This is an optimization exercise on Yosys and OpenROAD, whose aim is small area, a short achievable clock period and few clock cycles per item, not a production implementation. In this exercise RTL edits were held to simulation tests only and were not proved equivalent to the original. Power is estimated from default activity; no workload was simulated.

<file path="config.mk">
export PLATFORM = sky130hd
export DESIGN_NAME = sampledec
export DESIGN_NICKNAME = sampledec
export VERILOG_FILES = /design/flow/design.v
export SDC_FILE = /design/flow/constraint.sdc
export NUM_CORES = 4
export LEC_CHECK = 0
export CAP_MARGIN = 20
export CORE_MARGIN = 2
export CORE_UTILIZATION = 40
export SLEW_MARGIN = 20
</file>
<file path="constraint.sdc">
create_clock -name core_clock -period 7.0 [get_ports {clk}]
set_input_delay 1.4000 -clock core_clock [delete_from_list [all_inputs] [get_ports {clk}]]
set_output_delay 1.4000 -clock core_clock [all_outputs]
set_load 0.01 [all_outputs]
</file>
<file path="design.v">
`timescale 1ns / 1ps
module sampledec(received,clk,start,ctrl,corrected,decodedOp,nerr,done);
	 input [14:0] received;
    input clk;
    input start;
	 input ctrl;
    output[7:0]corrected;
	 output[1:0]nerr;
	 output[14:0]decodedOp;
    reg [7:0]corrected;  
    reg [1:0]nerr;
	 reg [14:0]decodedOp;
	 output done;
	 reg done;
    reg[14:0]out;
    reg[14:0]temp;
	 reg[3:0]temp1,temp2,temp3,temp4,temp5;
	 reg[3:0]s1,s2,s3,s4;
	 reg[3:0]e1,e2;
	 reg[3:0]b,c,sum;
	 reg dout,eout;
    integer k,l,m,n,p;
	 always@(posedge clk)
	 begin
    if(start)
	 begin
	 temp=received;out=0;
	 b=0;c=0;sum=0;
	 s1=0;s2=0;s3=0;s4=0;
	 temp1=0;temp2=0;temp3=0;temp4=0;temp5=0;
	 e1=0;e2=0;
	 nerr=2'b00;
	 done=1'b0;
	 k=0;l=0;m=0;p=0;n=15;
	 end
	 else 
	 begin
	 p=p+1;
if(p<16)
begin 
	 dout=temp[0];
	 temp={temp[0],temp[14:1]};
	 b={b[0]^dout,b[0]^b[3],b[2],b[1]};
	 s1={b[3],b[2],b[1],b[0]};
	 s2={b[3]^b[1],b[1],b[2]^b[0],b[0]};
	 s4={b[3]^b[2]^b[1]^b[0],b[2]^b[0],b[1]^b[0],b[0]};
	 c={c[0]^dout,c[0]^c[3],c[2]^c[0],c[1]^c[0]};
	 s3={c[3],c[0],c[1],c[0]^c[1]^c[2]};
end
else if(p==16) 
begin
	 e1=s1;
	 temp1=mul2no(s1,s1);
	 temp2=mul2no(temp1,s1);
	 temp3=mul2no(temp2,temp2);
	 temp4=mul2no(temp3,temp3);
	 temp5=mul2no(temp4,temp1);
    sum=add(s3,temp2);
	 e2=mul2no(temp5,sum);
end
else if(p>16 && p<32) 
begin
    k=k+1;
	 eout=~((e1[0]^e2[0])|(e1[1]^e2[1])|(e1[2]^e2[2])|(e1[3]^e2[3]^1));
    e1={e1[0],e1[0]^e1[3],e1[2],e1[1]};
	 e2={e2[1],e2[0]^e2[1],e2[3]^e2[0],e2[2]};
	 if(eout)
	 begin 
	 nerr=nerr+2'b01;
	 l=k-1;
	 m=n-l;
	 if(m==15)
	 begin
	 temp[14]=~temp[14];
	 end
	 else 
	 begin
	 temp[14-m]=~temp[14-m];
	 out=temp;
	 end
	 end
	 else
	 out=temp;
end
       else if(p==32)
begin
out=temp;
case(ctrl)
1'd0:corrected=out[6:0];  
1'd1:corrected=out[14:7]; 
endcase
p=31;
decodedOp=out;
done=1'b1;
end
end
end
function[3:0]mul2no;
input [3:0]in1;
input [3:0]in2;
reg r1,r2,r3,r4;
begin
    r1=((in1[3]&in2[3])^(in1[2]&in2[0])^(in1[1]&in2[1])^(in1[0]&in2[2]));
    r2=((in1[3]&in2[2])^(in1[2]&in2[3])^(in1[2]&in2[0])^(in1[1]&in2[1])^(in1[1]&in2[0])^(in1[0]&in2[2])^(in1[0]&in2[1]));
    r3=((in1[3]&in2[1])^(in1[2]&in2[2])^(in1[1]&in2[3])^(in1[1]&in2[0])^(in1[0]&in2[1])^(in1[0]&in2[0]));
    r4=((in1[3]&in2[0])^(in1[2]&in2[1])^(in1[1]&in2[2])^(in1[0]&in2[3])^(in1[0]&in2[0]));
    mul2no={r1,r2,r3,r4};
end
endfunction
function [3:0]add;
input [3:0]in1;
input [3:0]in2;
begin
add={in1[3]^in2[3],in1[2]^in2[2],in1[1]^in2[1],in1[0]^in2[0]};	 
end
endfunction
endmodule
</file>
<file path="run.sh">
#!/bin/bash
# synth_recipe.tcl (not shown) runs the flow's synth.tcl, then flattens the netlist and writes it again
# the make line also repeats each setting of config.mk as NAME=value (left out here)
make -C /OpenROAD-flow-scripts/flow DESIGN_CONFIG=/design/flow/config.mk WORK_HOME=/design/flow/orfs CLKGATE_MAP_FILE= SYNTH_SCRIPT=/design/flow/synth_recipe.tcl finish
</file>
==> key figures <==
Status
  – Outcome: finished clean

Timing
  – Final worst hold slack: 0.461 ns
  – Period utilisation layout: 0.918
  – Time the worst path needs with I/O delays and setup: 6.43 ns
  – Relative slew slack: 0.354
  – Final count of pins violating max slew: 0
  – RSZ-0062 raised after global routing: false
  – Total count of hold-check failures in the final report: 0
  – Maximum clock rate: 156 MHz
  – Setup-failing EPs final: 0
  – Summed negative setup slack over all endpoints: 0 ns
  – Actual transition at the worst max-transition pin: 0.969 ns
  – Skew final: 0.0131 ns

Clock tree
  – Buffer cell driving the clock tree root: clkbuf_16
  – Number of gates resized after cts: 0
  – Depth of the CTS H-tree: 4
  – Buffer depth of the longest clock path: 2
  – Total number of clock tree sinks: 122
  – Clock-pin slew on the worst setup and hold paths: 0.06 ns
  – Total clock buffers created by CTS: 17
  – Clock latency on the worst-skew pair: 0.43 ns
  – CTS Hold Buffers Added: 0
  – TritonCTS clock tree: built
  – Buffers inserted during post-CTS setup optimization: 0

Synth
  – Post-synthesis register bit count: 122
  – Yosys warning count: 1
  – EDFF count, synth: 38
  – Post-synthesis instance area: 11600 um^2
  – Post-synth top area cell: dfxtp_1
  – Average footprint of a synthesized cell: 7.61 um^2
  – Most area-consuming cells after synthesis: dfxtp_1 14%, xnor2_1 12%, edfxtp_1 9.8%
  – Sequential fraction of the synthesis area: 0.242
  – Proportion of netlist area held by the largest area contributor: 0.144
  – FFs w/ async S/R, synth: 0
  – Synthesized net count: 1564
  – Post-synthesis cell count: 1531
  – Number of unique standard cell types used by synthesis: 92
  – Main flop type after synthesis: dfxtp_1

Place
  – Post-placement cell count: 1896
  – Total placed instance area: 12400 um^2
  – DP Wirelength: 23.1 mm
  – Final RePlAce weighted congestion: 0.885
  – Port Buf Inserts: 43

Route
  – Via count: 11.1k
  – Wire length per cell: 16.2 um
  – Detailed-route wire length: 31.2 mm
  – Vias per Instance: 5.74
  – First-pass iteration count of the detailed router: 5
  – Number of antenna-violating nets in the routed design: 0
  – DRC violations left: 0
  – Iteration-0 DRC Markers: 965

Floorplan
  – Die area: 30500 um^2
  – Core region area: 28700 um^2
  – Die Wd: 175 um
  – Std cell rows: 62
  – Boundary pin count: 44
  – Starting density of the core: 0.406
  – Floorplan die height: 175 um

Worst setup path
  – Worst-path fanout max: 28
  – Crit path kind: flip-flop to flip-flop
  – Arr. time, crit path: 6.60 ns
  – Endpoint class of the critical path: flip-flop
  – Required time at the endpoint of the critical path: 7.17 ns
  – Startpoint type of the worst setup path: flip-flop

Power
  – Power consumption: 1.91 mW
  – Power per cell area: 147 nW/um^2
  – Worst voltage drop across the vdd grid: 0.143 mV
  – Leakage power: 4.42 nW

GRT
  – Antenna violations before repair: 0
  – Global-route wire length before repair: 51.2 mm
  – Number of global-route vias before repair: 9831
  – Largest net degree at the start of global routing: 53
  – Global routing usage summed across all routing layers: 0.202
  – Total global routing overflow: 0

Finish
  – Total number of nets in the final design: 1564
  – Ant. Diodes: 0
  – Top library cells by usage in the layout, fill and taps aside: 199 x nor2_1, 154 x xnor2_1, 122 x nand2_1
  – Growth of design area from synthesis to finish: 11.5%
  – Final cell area excluding filler cells: 13000 um^2
  – Most common library cell in the layout ignoring fill and taps: nor2_1
  – Final instance count without filler cells: 1928
  – Share of cells above drive strength 1: 0.0738

Flow run
  – Maxcap violations: 0

Worst hold path
  – Type of the most critical hold path: flip-flop to flip-flop
## final cells by class
class                   count  area [um^2]
clock inverters            13          125
inverters                  24         90.1
flip-flops and latches    122         2820
well taps                 384          480
fillers                  2848        15700
repair buffers             75          666
clock buffers              19          454
multi-input cells        1291         8350
## sequential cells by signal (all words and copies together) (netlist names)
name / cells
k: 32
p: 32
decodedOp: 15
temp: 15
corrected: 8
b: 4
e1: 4
e2: 4
s3: 4
nerr: 2
c: 1
done: 1
## final timing paths
kind,start,to,slack (ns),cells past startpoint
max,k[0]$_SDFFE_PP0P_,temp[1]$_DFFE_PP_,0.57,19
min,done$_SDFFE_PP0P_,done$_SDFFE_PP0P_,0.46,2
max reg2reg,k[0]$_SDFFE_PP0P_,temp[1]$_DFFE_PP_,0.57,19
min reg2reg,done$_SDFFE_PP0P_,done$_SDFFE_PP0P_,0.46,2
## synthesized netlist by cell type, types with 8 or more instances
master	number
nor2_1	200
xnor2_1	154
nand2_1	122
nand3_1	86
dfxtp_1	84
a21oi_1	76
xor2_1	74
clkbuf_1	62
nor3_1	53
o21ai_0	44
edfxtp_1	38
nand4_1	34
and3_1	31
nor4_1	27
inv_1	24
and2_1	23
a31oi_1	22
a211oi_1	20
buf_2	20
nor2b_1	19
mux2i_1	18
or3_1	18
ha_1	15
and4_1	14
o21ai_1	13
o22ai_1	13
o31ai_1	13
or4_1	12
o211ai_1	11
or2_2	11
nand4b_1	10
a21o_1	8
## where the power goes
| part | switching (mW) | total [mW] | internal (mW) | leakage [nW] |
|---|---|---|---|---|
| logic | 0.127 | 0.229 | 0.102 | 3.08 |
| clock network | 0.381 | 0.900 | 0.519 | 0.292 |
| registers | 0.0310 | 0.782 | 0.751 | 1.05 |
## metrics by stage
step	utilization	setup slack, ns
6_report	0.452	0.574
5_1_grt	0.452	0.0766
4_1_cts	0.452	0.418
3_5_place_dp	0.432	0.435
3_3_place_gp	0.432	0.595
2_1_floorplan	-	0.412
## worst max-delay path: stages (launching register included)
cell and delay [ns]:
dfxtp_1 0.34, ha_2 0.45, and3_1 0.40, xor2_2 0.19, a222oi_1 0.35, buf_4 0.21
and2_1 0.44, a31oi_1 0.22, or2_1 0.39, or4b_1 0.52, a221o_1 0.40, a2111oi_4 0.39
nand4_1 0.32, o31ai_1 0.36, and2_1 0.18, a31oi_1 0.14, nor4_4 0.25, buf_4 0.33
a41o_1 0.22, o21ai_1 0.05
## layer usage
layer,routed length [um],vias up,GRT usage
li1,-,5582,-
met1,15400,5114,0.297
met2,13700,328,0.309
met3,1600,34,0.0307
met4,451,0,0.0507
met5,0,-,0
## cells by family after synthesis
| group | after synthesis | synth area share |
|---|---|---|
| simple gates | 707 | 0.316 |
| compound gates | 311 | 0.181 |
| xor+xnor | 230 | 0.175 |
| flops | 122 | 0.242 |
| buf+inv | 118 | 0.0418 |
| mux | 28 | 0.0280 |
| fa+ha+maj | 15 | 0.0161 |
Testbench counts, summed over its fixed seeds: cycles 132,000, items 4,000.

## separate check: timing with driven ports
No port has a modelled driver above. Below, the same layout with a new extraction and two added sets of constraints. Step 1, drivers: a clkbuf_16 drives clk and a buf_2 each remaining input, both assumed. Step 2, shift: input delay + t, output delay - t, t = (earliest + latest rising clock arrival at the registers) / 2. This alone moves slack from input paths to output paths. a / b / c = ideal ports / drivers / drivers and shift; a / b = the first two.
shift t [ns]: 0.480
setup slack, ns: 0.574 / 0.574 / 0.574
hold WS [ns]: 0.461 / 0.461 / 0.461
worst data-port slew with drivers (ns): 0.04
After both steps this run still meets setup and hold. For this run, drivers alone change the setup slack by 0.000 ns; drivers and shift together by 0.000 ns.
